From an optimization exercise on the open Yosys and OpenROAD flow, aimed at small area and a short achievable clock period; shortcuts taken in it are not production practice. No run shown here included a check of the RTL's function; only the layout flow was run. No activity file was given, so power comes from the tool's default toggle rates.

--- flow/standard.sh ---
#!/bin/bash
# synth_recipe.tcl (not shown) runs the flow's synth.tcl, then flattens the netlist and writes it again
# the make line also repeats each setting of config.mk as NAME=value (left out here)
make -C /OpenROAD-flow-scripts/flow DESIGN_CONFIG=/design/flow/config.mk WORK_HOME=/design/flow/orfs CLKGATE_MAP_FILE= SYNTH_SCRIPT=/design/flow/synth_recipe.tcl "${@:-finish}"
--- flow/design.v ---
`default_nettype none
module fadd_p2 (input wire [31:0] x1,
                input wire [31:0] x2,
                output reg [31:0] y,
                output reg        ovf,
                input wire        clk,
                input wire        rstn);
   wire        s1 = x1[31];
   wire        s2 = x2[31];
   wire [7:0]  e1 = x1[30:23];
   wire [7:0]  e2 = x2[30:23];
   wire [22:0] m1 = x1[22:0];
   wire [22:0] m2 = x2[22:0];
   wire        h1 = |e1;
   wire        h2 = |e2;
   wire [7:0]  e1a = {e1[7:1], e1[0] | ~h1};
   wire [7:0]  e2a = {e2[7:1], e2[0] | ~h2};
   wire        f1 = &e1;
   wire        f2 = &e2;
   wire        spec = f1 | f2;
   wire        nz1 = |m1;
   wire        nz2 = |m2;
   wire        pick1 = f1 & (~f2 | nz1);
   wire        sub = s1 ^ s2;
   wire        infnan = f1 & f2 & ~nz1 & ~nz2 & sub;
   wire        nzp = pick1 ? nz1 : nz2;
   reg  [31:0] cg0, ce0;
   reg  [15:0] cg1, ce1;
   reg  [7:0]  cg2, ce2;
   reg  [3:0]  cg3, ce3;
   reg  [1:0]  cg4, ce4;
   integer     k;
   always @* begin
      for (k = 0; k < 32; k = k + 1) begin
         cg0[k] = (k < 31) ? (x2[k] & ~x1[k]) : 1'b0;
         ce0[k] = (k < 31) ? ~(x2[k] ^ x1[k]) : 1'b1;
      end
      for (k = 0; k < 16; k = k + 1) begin
         cg1[k] = cg0[2*k+1] | (ce0[2*k+1] & cg0[2*k]);
         ce1[k] = ce0[2*k+1] & ce0[2*k];
      end
      for (k = 0; k < 8; k = k + 1) begin
         cg2[k] = cg1[2*k+1] | (ce1[2*k+1] & cg1[2*k]);
         ce2[k] = ce1[2*k+1] & ce1[2*k];
      end
      for (k = 0; k < 4; k = k + 1) begin
         cg3[k] = cg2[2*k+1] | (ce2[2*k+1] & cg2[2*k]);
         ce3[k] = ce2[2*k+1] & ce2[2*k];
      end
      for (k = 0; k < 2; k = k + 1) begin
         cg4[k] = cg3[2*k+1] | (ce3[2*k+1] & cg3[2*k]);
         ce4[k] = ce3[2*k+1] & ce3[2*k];
      end
   end
   wire        ge21 = cg4[1] | (ce4[1] & (cg4[0] | ce4[0]));
   wire        sel = spec ? ~pick1 : ge21;
   wire [7:0]  es = sel ? e2a : e1a;
   wire [23:0] msx = sel ? {h2, m2} : {h1, m1};
   wire [23:0] ms = {msx[23], msx[22] | (spec & (nzp | infnan)), msx[21:0]};
   wire        hx = h1 ^ h2;
   wire [23:0] mv1 = hx ? {m1, 1'b0} : {h1, m1};
   wire [23:0] mv2 = hx ? {m2, 1'b0} : {h2, m2};
   wire [23:0] mi = sel ? mv1 : mv2;
   wire        ss = (sel ? s2 : s1) | infnan;
   wire [8:0]  d12 = {1'b0, e1} - {1'b0, e2};
   wire [7:0]  d21 = e2 - e1;
   wire [7:0]  tde = d12[8] ? d21 : d12[7:0];
   wire [4:0]  de = (spec | (|tde[7:5])) ? 5'd31 : tde[4:0];
   wire [25:0] a0 = {mi, 2'b00};
   wire [25:0] a1 = de[4] ? {16'b0, a0[25:16]} : a0;
   wire        t1 = de[4] & (|a0[15:0]);
   wire [25:0] a2 = de[3] ? {8'b0, a1[25:8]} : a1;
   wire        t2 = de[3] & (|a1[7:0]);
   wire [25:0] a3 = de[2] ? {4'b0, a2[25:4]} : a2;
   wire        t3 = de[2] & (|a2[3:0]);
   wire [25:0] a4 = de[1] ? {2'b0, a3[25:2]} : a3;
   wire        t4 = de[1] & (|a3[1:0]);
   wire        tstck = t1 | t2 | t3 | t4;
   reg [23:0]  msr;
   reg [25:0]  miar;
   reg         de0r;
   reg         stckr;
   reg         subr;
   reg         ssr;
   reg         specr;
   reg [7:0]   er;       
   always @(posedge clk) begin
      msr   <= ms;
      miar  <= a4 ^ {26{sub}};    
      de0r  <= de[0];
      stckr <= tstck;
      subr  <= sub;
      ssr   <= ss;
      specr <= spec;
      er    <= es + 8'd1;
   end
   wire [26:0] aa = {1'b0, msr, 2'b00};
   wire [25:0] a5 = de0r ? {subr, miar[25:1]} : miar;
   wire        t5 = de0r & (miar[0] ^ subr);
   wire [26:0] bb = {subr, a5};
   wire [26:0] p0 = aa ^ bb;
   wire [26:0] g0 = aa & bb;
   reg  [26:0] g, p;
   integer     i, l;
   always @* begin
      g = g0; p = p0;
      g[0] = g0[0] | (p0[0] & subr);
      for (l = 0; l < 5; l = l + 1)
        for (i = (2 << l) - 1; i < 27; i = i + (2 << l)) begin
           g[i] = g[i] | (p[i] & g[i - (1 << l)]);
           p[i] = p[i] & p[i - (1 << l)];
        end
      for (l = 3; l >= 0; l = l - 1)
        for (i = (3 << l) - 1; i < 27; i = i + (2 << l)) begin
           g[i] = g[i] | (p[i] & g[i - (1 << l)]);
           p[i] = p[i] & p[i - (1 << l)];
        end
   end
   wire [26:0] mye = p0 ^ {g[25:0], subr};
   reg  [26:0] sent;
   always @* begin
      for (i = 0; i < 27; i = i + 1)
        sent[i] = (er == 8'd27 - i[7:0]);
   end
   wire [26:0] n0 = mye | sent;
   wire [31:0] lzi = {n0, 5'b11111};
   reg  [15:0] v1;  reg [15:0] c1;
   reg  [7:0]  v2;  reg [15:0] c2;
   reg  [3:0]  v3;  reg [11:0] c3;
   reg  [1:0]  v4;  reg [7:0]  c4;
   reg  [4:0]  sh;
   always @* begin
      for (i = 0; i < 16; i = i + 1) begin
         v1[i] = lzi[2*i+1] | lzi[2*i];
         c1[i] = ~lzi[2*i+1];
      end
      for (i = 0; i < 8; i = i + 1) begin
         v2[i] = v1[2*i+1] | v1[2*i];
         c2[2*i +: 2] = v1[2*i+1] ? {1'b0, c1[2*i+1]} : {1'b1, c1[2*i]};
      end
      for (i = 0; i < 4; i = i + 1) begin
         v3[i] = v2[2*i+1] | v2[2*i];
         c3[3*i +: 3] = v2[2*i+1] ? {1'b0, c2[2*(2*i+1) +: 2]} : {1'b1, c2[2*(2*i) +: 2]};
      end
      for (i = 0; i < 2; i = i + 1) begin
         v4[i] = v3[2*i+1] | v3[2*i];
         c4[4*i +: 4] = v3[2*i+1] ? {1'b0, c3[3*(2*i+1) +: 3]} : {1'b1, c3[3*(2*i) +: 3]};
      end
      sh = v4[1] ? {1'b0, c4[7:4]} : {1'b1, c4[3:0]};
   end
   wire [26:0] k1 = sh[4] ? {mye[10:0], 16'b0} : mye;
   wire [26:0] k2 = sh[3] ? {k1[18:0], 8'b0} : k1;
   wire [26:0] k3 = sh[2] ? {k2[22:0], 4'b0} : k2;
   wire [26:0] k4 = sh[1] ? {k3[24:0], 2'b0} : k3;
   wire [26:0] myf = sh[0] ? {k4[25:0], 1'b0} : k4;
   wire        den = ~myf[26];
   wire [7:0]  xb = ~{3'b0, sh};
   wire [7:0]  xp0 = er ^ xb;
   reg  [7:0]  xg, xp;
   always @* begin
      xg = er & xb; xp = xp0;
      xg[0] = xg[0] | xp0[0];
      for (l = 0; l < 3; l = l + 1)
        for (i = 0; i < 8; i = i + 1)
          if (i[l]) begin
             xg[i] = xg[i] | (xp[i] & xg[((i >> l) << l) - 1]);
             xp[i] = xp[i] & xp[((i >> l) << l) - 1];
          end
   end
   wire [7:0]  xd = xp0 ^ {xg[6:0], 1'b1};
   wire [7:0]  eyr = den ? 8'd0 : xd;
   wire        ovfp = (&er) & mye[26];
   wire        stk = stckr | t5 | myf[0];
   wire        up = ~ovfp & myf[2] & (myf[1] | (stk ? ~subr : myf[3]));
   wire        zero = ~|mye;
   wire        sy = ssr & (~subr | ~zero);
   reg         syr;
   reg [30:0]  yur;
   reg         upr;
   reg         nspr;
   always @(posedge clk) begin
      if (~rstn) begin
         syr  <= 1'b0;
         yur  <= 31'd0;
         upr  <= 1'b0;
         nspr <= 1'b0;
      end else begin
         syr  <= sy;
         yur  <= {eyr, myf[25:3] & {23{~ovfp}}};
         upr  <= up;
         nspr <= ~specr;
      end
   end
   reg  [31:0] ic;
   always @* begin
      ic = {yur, upr};
      for (l = 0; l < 5; l = l + 1)
        for (i = 0; i < 32; i = i + 1)
          if (i[l]) ic[i] = ic[i] & ic[((i >> l) << l) - 1];
   end
   wire [30:0] yr = yur ^ ic[30:0];
   always @* begin
      y   = {syr, yr};
      ovf = nspr & ((&yur[30:23]) | ((yur[30:23] == 8'hfe) & ic[23]));
   end
endmodule
`default_nettype wire
--- flow/constraint.sdc ---
create_clock -name core_clock -period 15.0 [get_ports {clk}]
set_input_delay 3.0000 -clock core_clock [delete_from_list [all_inputs] [get_ports {clk}]]
set_output_delay 3.0000 -clock core_clock [all_outputs]
set_load 0.01 [all_outputs]
--- flow/config.mk ---
export PLATFORM = sky130hd
export DESIGN_NAME = fadd_p2
export DESIGN_NICKNAME = fadd_p2
export VERILOG_FILES = /design/flow/design.v
export SDC_FILE = /design/flow/constraint.sdc
export NUM_CORES = 4
export LEC_CHECK = 0
export ABC_AREA = 1
export CAP_MARGIN = 20
export CORE_MARGIN = 2
export CORE_UTILIZATION = 45
export CTS_BUF_LIST = sky130_fd_sc_hd__clkbuf_8
export PLACE_DENSITY = 0.6
export SLEW_MARGIN = 20
--- flow/flow/run.sh ---
#!/bin/bash
# Standard ORFS layout with small port buffers and a tighter setup target for repair_timing.
set -euo pipefail
export BUFFER_PORTS_ARGS="-buffer_cell sky130_fd_sc_hd__buf_1"
export SETUP_SLACK_MARGIN=9.0
bash standard.sh > standard.log 2>&1
==> results of run 1 <==
-- cell type report --
| type | instances | area [um2] |
|---|---|---|
| clock buffer | 9 | 124 |
| fill | 2463 | 11100 |
| multi-input combinational | 1426 | 8080 |
| inverter | 208 | 811 |
| clock inverter | 7 | 81.3 |
| sequential | 97 | 1940 |
| tap | 319 | 399 |
| timing repair inverter | 2 | 15.0 |
| timing repair buffer | 157 | 946 |
-- cells in the final DEF, fill, tap and decap left out, types with 37 or more instances in the layout --
cell / instances
sky130_fd_sc_hd__nand3_1: 211
sky130_fd_sc_hd__a21oi_1: 65
sky130_fd_sc_hd__xor2_1: 37
sky130_fd_sc_hd__nand2_1: 527
sky130_fd_sc_hd__dfxtp_1: 95
sky130_fd_sc_hd__o21ai_0: 128
sky130_fd_sc_hd__buf_1: 85
sky130_fd_sc_hd__inv_1: 197
sky130_fd_sc_hd__buf_4: 47
sky130_fd_sc_hd__ha_1: 68
sky130_fd_sc_hd__nor2_1: 142
-- power breakdown --
group	leakage (uW)	switching [uW]	internal, uW
Clock	0.000103	108	66.6
Sequential	0.000814	43.8	331
Combinational	0.00532	969	512
Total	0.00624	1120	909
-- flip-flops by register name, indices dropped and copies added (netlist names) --
| name | count |
|---|---|
| yur | 31 |
| miar | 26 |
| msr | 24 |
| er | 8 |
| de0r | 1 |
| nspr | 1 |
| specr | 1 |
| ssr | 1 |
| stckr | 1 |
| subr | 1 |
| syr | 1 |
| upr | 1 |
-- metal layers --
layer / GRT usage / wire, um / vias to the layer above
li1: - / - / 6092
met1: 0.355 / 15500 / 5355
met2: 0.476 / 16200 / 387
met3: 0.0365 / 1810 / 89
met4: 0.104 / 1640 / 2
met5: 0 / 13 / -
-- kinds of logic after synthesis --
kind of cell               count (synthesis)  share of synthesized area
AOI/OAI and AO/OA                        267                      0.139
adders and majority gates                 92                      0.119
muxes                                      3                    0.00291
and+or+nand+nor                         1009                      0.414
DFF                                       97                      0.181
xor gates and xnor gates                  50                     0.0408
buffers and inverters                    278                      0.103
-- metrics by stage --
stage | utilization | hold WS [ns] | area [um2]
floorplan | - | 0.366 | 10700
global placement | 0.480 | 0.484 | 11300
detailed placement | 0.480 | 0.472 | 11300
CTS | 0.507 | 0.491 | 11900
global route | 0.528 | 0.511 | 12400
finish | 0.528 | 0.483 | 12400
-- critical path: stages, from the launching register on --
cell and delay [ns]:
sky130_fd_sc_hd__dfxtp_2 0.36, sky130_fd_sc_hd__ha_4 0.14, sky130_fd_sc_hd__nand3_4 0.08, sky130_fd_sc_hd__nor2_4 0.10, sky130_fd_sc_hd__nand2_2 0.06, sky130_fd_sc_hd__nor2_4 0.14, sky130_fd_sc_hd__nand3_4 0.09, sky130_fd_sc_hd__nor2_4 0.12
sky130_fd_sc_hd__nand2_2 0.08, sky130_fd_sc_hd__nor2_4 0.10, sky130_fd_sc_hd__nand2_2 0.08, sky130_fd_sc_hd__nor2_4 0.12, sky130_fd_sc_hd__nand3_4 0.09, sky130_fd_sc_hd__nor2_4 0.10, sky130_fd_sc_hd__nand2_2 0.07, sky130_fd_sc_hd__nor2_4 0.10
sky130_fd_sc_hd__nand2_2 0.08, sky130_fd_sc_hd__nor2_4 0.09, sky130_fd_sc_hd__nand2_2 0.07, sky130_fd_sc_hd__nor2_4 0.11, sky130_fd_sc_hd__nand2_4 0.08, sky130_fd_sc_hd__nor2_4 0.09, sky130_fd_sc_hd__nand2_1 0.05, sky130_fd_sc_hd__a21oi_1 0.13
sky130_fd_sc_hd__buf_2 0.14
-- what timing repair did --
action | 4_1_cts | 5_1_grt
buffers inserted | 22 | 27
gates resized for setup | 59 | 69
cloned | 6 | 2
pin swaps | 17 | 21
endpoints found under the setup margin | 58 | 49
-- worst min-delay path by stage --
stage                        startpoint              end  cells past startpoint
after floorplan           specr$_DFF_P_  nspr$_SDFF_PN0_                      1
after global placement    specr$_DFF_P_  nspr$_SDFF_PN0_                      1
after detailed placement  specr$_DFF_P_  nspr$_SDFF_PN0_                      1
after CTS                 specr$_DFF_P_  nspr$_SDFF_PN0_                      1
after global routing      specr$_DFF_P_  nspr$_SDFF_PN0_                      1
final                     specr$_DFF_P_  nspr$_SDFF_PN0_                      1
==> impl_metrics.json, run 1 <==
{
  "die-width_um": 159,
  "gpl.final_weighted_congestion": 0.968,
  "antenna_cells": 0,
  "worst-slew-pin-transition_ns": 1.09,
  "grt.overflow.total": 0,
  "cts.reportedPaths.clkPinSlew_ns": 0.11,
  "timing_hold_violations_final": 0,
  "pwr_density_cell_nw_per_um2": 164,
  "clock_sinks": 97,
  "grt_start_max_net_pins": 56,
  "htree_levels": 3,
  "yosys_warnings": 1,
  "dominantRegCellSynth": "sky130_fd_sc_hd__dfxtp_1",
  "drive_above_1_share": 0.107,
  "critical_path.endpoint": "y[28]",
  "outcome": "finished clean",
  "post-route-min-period_ns": 6.08,
  "insertion_delay_ns": 0.39,
  "grt_usage": 0.277,
  "tritoncts.num_buffers": 9,
  "synth-seq-area-share": 0.181,
  "clock_tree.buffer_depth": 2,
  "critPathArrivalTime_ns": 3.08,
  "antenna_violations_before_repair": 2,
  "rr_endpoint": "yur[28]$_SDFF_PN0_",
  "clockRootBuffer": "sky130_fd_sc_hd__clkbuf_8",
  "crit_type": "flip-flop to output port",
  "wire_per_inst_um": 15.8,
  "synth_top_cell_by_area": "sky130_fd_sc_hd__nand2_1",
  "slew-limit-headroom": 0.274,
  "max_freq_ghz": 0.165,
  "fp.dieArea_um2": 25100,
  "cts_tree": "done",
  "pre_cts_ws_ns": 7.56,
  "netlist_top_cells_count": "sky130_fd_sc_hd__nand2_1 (532), sky130_fd_sc_hd__nand3_1 (219), sky130_fd_sc_hd__inv_1 (199), sky130_fd_sc_hd__nor2_1 (151), sky130_fd_sc_hd__o21ai_0 (140)",
  "post-synth-top-area-fraction": 0.186,
  "finalWirelength_mm": 35.2,
  "num_vias": 11925,
  "timing.critical_path.to_type": "output port",
  "buffer_ports.inserted": 98,
  "finalSetupTns_ns": 0,
  "grt_pass1_wl_mm": 54.7,
  "total_i_o_pin_count": 99,
  "synth_most_common_cell": "sky130_fd_sc_hd__nand2_1",
  "setup_slack_ns": 8.92,
  "ctsHoldBuffers": 0,
  "slew_violations": 0,
  "portion_of_the_clock_cycle_consumed_by_the_worst_path_in_the_final_layout": 0.405,
  "holdCritPathClass": "flip-flop to flip-flop",
  "rsz0062_at_grt": "true",
  "rows": 56,
  "syn-instance-count": 1796,
  "post-dp-hpwl_mm": 27.4,
  "antenna_violating_nets_post_route": 0,
  "crit_start_category": "flip-flop",
  "synth_edf_count": 0,
  "core-area_um2": 23500,
  "reg2reg_start": "de0r$_SDFF_PP1_",
  "setup_violations": 0,
  "via_per_inst": 5.36,
  "cap_violations": 0,
  "flow.area_growth_from_synthesis_pct": 15.4,
  "finalPower_uw": 2030,
  "drt_iter0_markers": 884,
  "beginning_of_the_critical_path": "yur[0]$_SDFF_PN0_",
  "register_to_register_setup_slack_ns": 9.26,
  "worst-endpoint-required_ns": 12.00,
  "reg2regPathDepth": 32,
  "syn_area_um2": 10700,
  "drc": 0,
  "place_inst": 2152,
  "yosysUniqueCellTypes": 53,
  "cp_max_fo": 4,
  "power.static_leakage_uw": 0.00624,
  "clk_skew_ns": 0.0176,
  "design.final.nets": 2059,
  "ys_async_sr_fraction": 0,
  "floorplan.initialDensity": 0.458,
  "first_global_vias": 10603,
  "first_pass_iters": 6,
  "synthesis.nets": 1954,
  "synth.area.top_cells": "sky130_fd_sc_hd__nand2_1 (19%), sky130_fd_sc_hd__dfxtp_1 (18%), sky130_fd_sc_hd__nand3_1 (10%)",
  "die_height_um": 159,
  "syn_area_per_cell_um2": 5.98,
  "synth_seq_cells": 97,
  "vdd.ir_drop.worst_mv": 0.0717,
  "layoutNonFillerInstCount": 2225
}
==> run 2, diff against run 1 <==
==> flow/flow/run.sh (replaced) <==
#!/bin/bash
# Standard ORFS layout, except: synthesis leaves adders to ABC (no full/half-adder
# cell extraction), ports get small buffers, and repair_timing aims for extra setup slack.
set -euo pipefail
export BUFFER_PORTS_ARGS="-buffer_cell sky130_fd_sc_hd__buf_1"
export SETUP_SLACK_MARGIN=9.0
bash standard.sh ADDER_MAP_FILE= finish > standard.log 2>&1
==> run 2 against run 1 <==
  * Hold slack got worse by 0.096 ns
  * Clock power about the same
  * Critical endpoint is now y[19]
  * Global-route usage down 0.12 points
  * Synthesized cell count grew 8.5%
  * First-iteration DRC count grew 4.0%
  * Wire length down 1.9%
  * Still clean
==> impl_metrics.json, run 2 <==
{
  "sequential_cell_area_um2": 1950,
  "clock_sinks": 97,
  "post-synth-top-area-fraction": 0.231,
  "cts_tree": "done",
  "yosysUniqueCellTypes": 57,
  "filler_cell_count": 2406,
  "ys_async_sr_fraction": 0,
  "layoutNonFillerInstCount": 2407,
  "core-area_um2": 22800,
  "mostFrequentLayoutCell": "sky130_fd_sc_hd__nand2_1",
  "register_name_with_the_most_flops": "yur",
  "detailed_place.area_um2": 11100,
  "clockRootBuffer": "sky130_fd_sc_hd__clkbuf_8",
  "reg2regPathDepth": 23,
  "clk_skew_ns": 0.0208,
  "rr_endpoint": "yur[23]$_SDFF_PN0_",
  "num_vias": 12506,
  "final_util": 0.553,
  "rows": 55,
  "design.final.nets": 2155,
  "floorplan.initialDensity": 0.462,
  "post-route-min-period_ns": 6.59,
  "dominantRegCellSynth": "sky130_fd_sc_hd__dfxtp_1",
  "combinational_family_with_the_most_area_after_synthesis": "simple AND/OR/NAND/NOR gates",
  "portion_of_the_clock_cycle_consumed_by_the_worst_path_in_the_final_layout": 0.440,
  "syn-instance-count": 1949,
  "critical_path.endpoint": "y[19]",
  "critPathSlowestCell": "sky130_fd_sc_hd__dfxtp_4",
  "post-dp-hpwl_mm": 25.7,
  "yosys_warnings": 1,
  "grt.overflow.total": 0,
  "holdCritPathClass": "flip-flop to flip-flop",
  "layout_common_cells": "sky130_fd_sc_hd__nand2_1 (628), sky130_fd_sc_hd__inv_1 (223), sky130_fd_sc_hd__nor2_1 (183), sky130_fd_sc_hd__nand3_1 (163), sky130_fd_sc_hd__o21ai_0 (151)",
  "antenna_violations_before_repair": 1,
  "outcome": "finished clean",
  "insertion_delay_ns": 0.39,
  "clock_tree.buffer_depth": 2,
  "place_inst": 2297,
  "register_to_register_setup_slack_ns": 9.57,
  "worst-endpoint-required_ns": 12.00,
  "synth-xor-area-share": 0.0433,
  "cp_max_fo": 3,
  "power.static_leakage_uw": 0.00652,
  "crit_type": "flip-flop to output port",
  "beginning_of_the_critical_path": "yur[0]$_SDFF_PN0_",
  "crit_start_category": "flip-flop",
  "area_fraction_in_compound_gates_after_synthesis": 0.162,
  "synth_edf_count": 0,
  "slew-limit-headroom": 0.408,
  "antenna_cells": 0,
  "syn_area_um2": 10500,
  "gpl.final_weighted_congestion": 0.949,
  "critPathMostFrequentCell": "sky130_fd_sc_hd__buf_6",
  "drc": 0,
  "largest_register_ffs": 31,
  "synthesis.nets": 2015,
  "cap_violations": 0,
  "total_i_o_pin_count": 99,
  "vdd.ir_drop.worst_mv": 0.0575,
  "antenna_violating_nets_post_route": 0,
  "fp.dieArea_um2": 24600,
  "htree_levels": 3,
  "muxShareOfSynthArea": 0.00857,
  "synth-seq-area-share": 0.185,
  "finalSetupTns_ns": 0,
  "grt_pass1_wl_mm": 54.3,
  "critPathArrivalTime_ns": 3.59,
  "postLayoutCellArea_um2": 12600,
  "ctsHoldBuffers": 0,
  "setup_violations": 0,
  "worst-slew-pin-transition_ns": 0.886,
  "timing_hold_violations_final": 0,
  "drt_iter0_markers": 919,
  "reg2reg_start": "de0r$_SDFF_PP1_",
  "wire_per_inst_um": 14.3,
  "max_freq_ghz": 0.152,
  "synth_area_in_simple_gates": 0.480,
  "synth.area.top_cells": "sky130_fd_sc_hd__nand2_1 (23%), sky130_fd_sc_hd__dfxtp_1 (18%), sky130_fd_sc_hd__inv_1 (8.5%)",
  "timing.critical_path.to_type": "output port",
  "first_pass_iters": 7,
  "first_global_vias": 10821,
  "largest_registers": "yur: 31 flops, miar: 26 flops, msr: 24 flops",
  "drive_above_1_share": 0.144,
  "tritoncts.num_buffers": 9,
  "via_per_inst": 5.20,
  "syn_area_per_cell_um2": 5.39,
  "pwr_density_cell_nw_per_um2": 141,
  "slew_violations": 0,
  "grt_start_max_net_pins": 93,
  "rsz0062_at_grt": "true",
  "finalWirelength_mm": 34.5,
  "synthAdderAreaFrac": 0,
  "synth_most_common_cell": "sky130_fd_sc_hd__nand2_1",
  "cts.reportedPaths.clkPinSlew_ns": 0.11,
  "max_stage_delay_ns": 0.37,
  "grt_usage": 0.276,
  "buffer_ports.inserted": 98,
  "multi_input_comb_area_um2": 7750,
  "flow.area_growth_from_synthesis_pct": 19.9,
  "netlist_top_cells_count": "sky130_fd_sc_hd__nand2_1 (646), sky130_fd_sc_hd__inv_1 (239), sky130_fd_sc_hd__nor2_1 (200), sky130_fd_sc_hd__o21ai_0 (176), sky130_fd_sc_hd__nand3_1 (167)",
  "synth_top_cell_by_area": "sky130_fd_sc_hd__nand2_1",
  "die-width_um": 157,
  "synth_seq_cells": 97,
  "die_height_um": 157
}
## run 2: cell count changes after synthesis, sizes merged, moves of 11 or more
cell and delta:
inv +41, buf -13, a21oi -16, nand2 +124
nand3 -56, ha -75, o21ai +54, nor2 +53
nand3b +11, fa -17, clkbuf +13
## run 2: power by group
| part | switching, uW | internal, uW | leakage (uW) |
|---|---|---|---|
| logic | 810 | 400 | 0.00561 |
| registers | 56.6 | 332 | 0.000814 |
| clock network | 108 | 65.2 | 0.0000979 |
## run 2: stage by stage
stage | setup WS (ns) | hold WS (ns) | power [uW]
final | 8.41 | 0.388 | 1770
after floorplan | 8.85 | 0.366 | 1230
after detailed placement | 6.90 | 0.373 | 1490
after global routing | 8.20 | 0.419 | 1950
after CTS | 8.39 | 0.390 | 1720
after global placement | 7.01 | 0.371 | 1490
## run 2: logic make-up after synthesis
group	Yosys count
multiplexers	9
buffers and inverters	320
AO/OA/AOI/OAI	310
AND/OR/NAND/NOR	1161
XOR/XNOR	52
flip-flops	97
## run 2: how the worst min path moves through the flow
stage	from	cells past startpoint	endpoint	slack, ns
after floorplan	specr$_DFF_P_	1	nspr$_SDFF_PN0_	0.37
after global placement	specr$_DFF_P_	1	nspr$_SDFF_PN0_	0.37
after detailed placement	specr$_DFF_P_	1	nspr$_SDFF_PN0_	0.37
after CTS	specr$_DFF_P_	1	nspr$_SDFF_PN0_	0.39
after global routing	specr$_DFF_P_	1	nspr$_SDFF_PN0_	0.42
final	specr$_DFF_P_	1	nspr$_SDFF_PN0_	0.39
## run 2: timing repair
action,4_1_cts,5_1_grt
cloned,8,2
pin swaps,20,41
endpoints found under the setup margin,40,49
gates resized for setup,67,139
setup buffers,51,33
## run 2: layout make-up
| type | instances | area share |
|---|---|---|
| repair buffers | 191 | 0.105 |
| flip-flops and latches | 97 | 0.155 |
| inverters | 250 | 0.0767 |
| well taps | 313 | 0.0311 |
| clock buffers | 9 | 0.00983 |
| clock inverters | 7 | 0.00566 |
| multi-input cells | 1536 | 0.615 |
| repair inverters | 4 | 0.00179 |
## run 2: worst max-delay path, delay by kind of cell, from the launching register on
kind,cells,cell delay (ns)
DFF,1,0.37
and+or+nand+nor,15,1.70
buffers and inverters,11,0.97
xor gates and xnor gates,1,0.13
## run 2: routing by layer
metal	GRT usage	wire length, um	vias up
li1	-	-	6540
met1	0.386	16000	5530
met2	0.449	15800	382
met3	0.0318	1890	52
met4	0.0747	774	2
met5	0	12	-

[port drivers added, routing unchanged]
In the flow no input, the clock included, has a driving cell. The finished layouts below were timed again as built, in two steps. Step 1 assumes that a clkbuf_16 drives the clock port and a buf_2 every other input. Step 2 also shifts input and output timing later by t, the mid clock arrival at the registers, as if the neighbouring blocks saw the same clock. Three values: no drivers, after step 1, after step 2; two values: the first two.
run | t (ns) | setup slack, ns | worst register clock-pin slew, ns | pins driven straight from the clock port
run 1 | 0.420 | 8.923 / 8.886 / 8.661 | 0.12 / 0.12 | 1
run 2 | 0.418 | 8.407 / 8.369 / 8.760 | 0.11 / 0.11 | 1
After both steps every run listed still meets setup and hold. The setup slack of run 1, which loses most, moves by -0.037 ns with the drivers and by -0.262 ns with both steps.
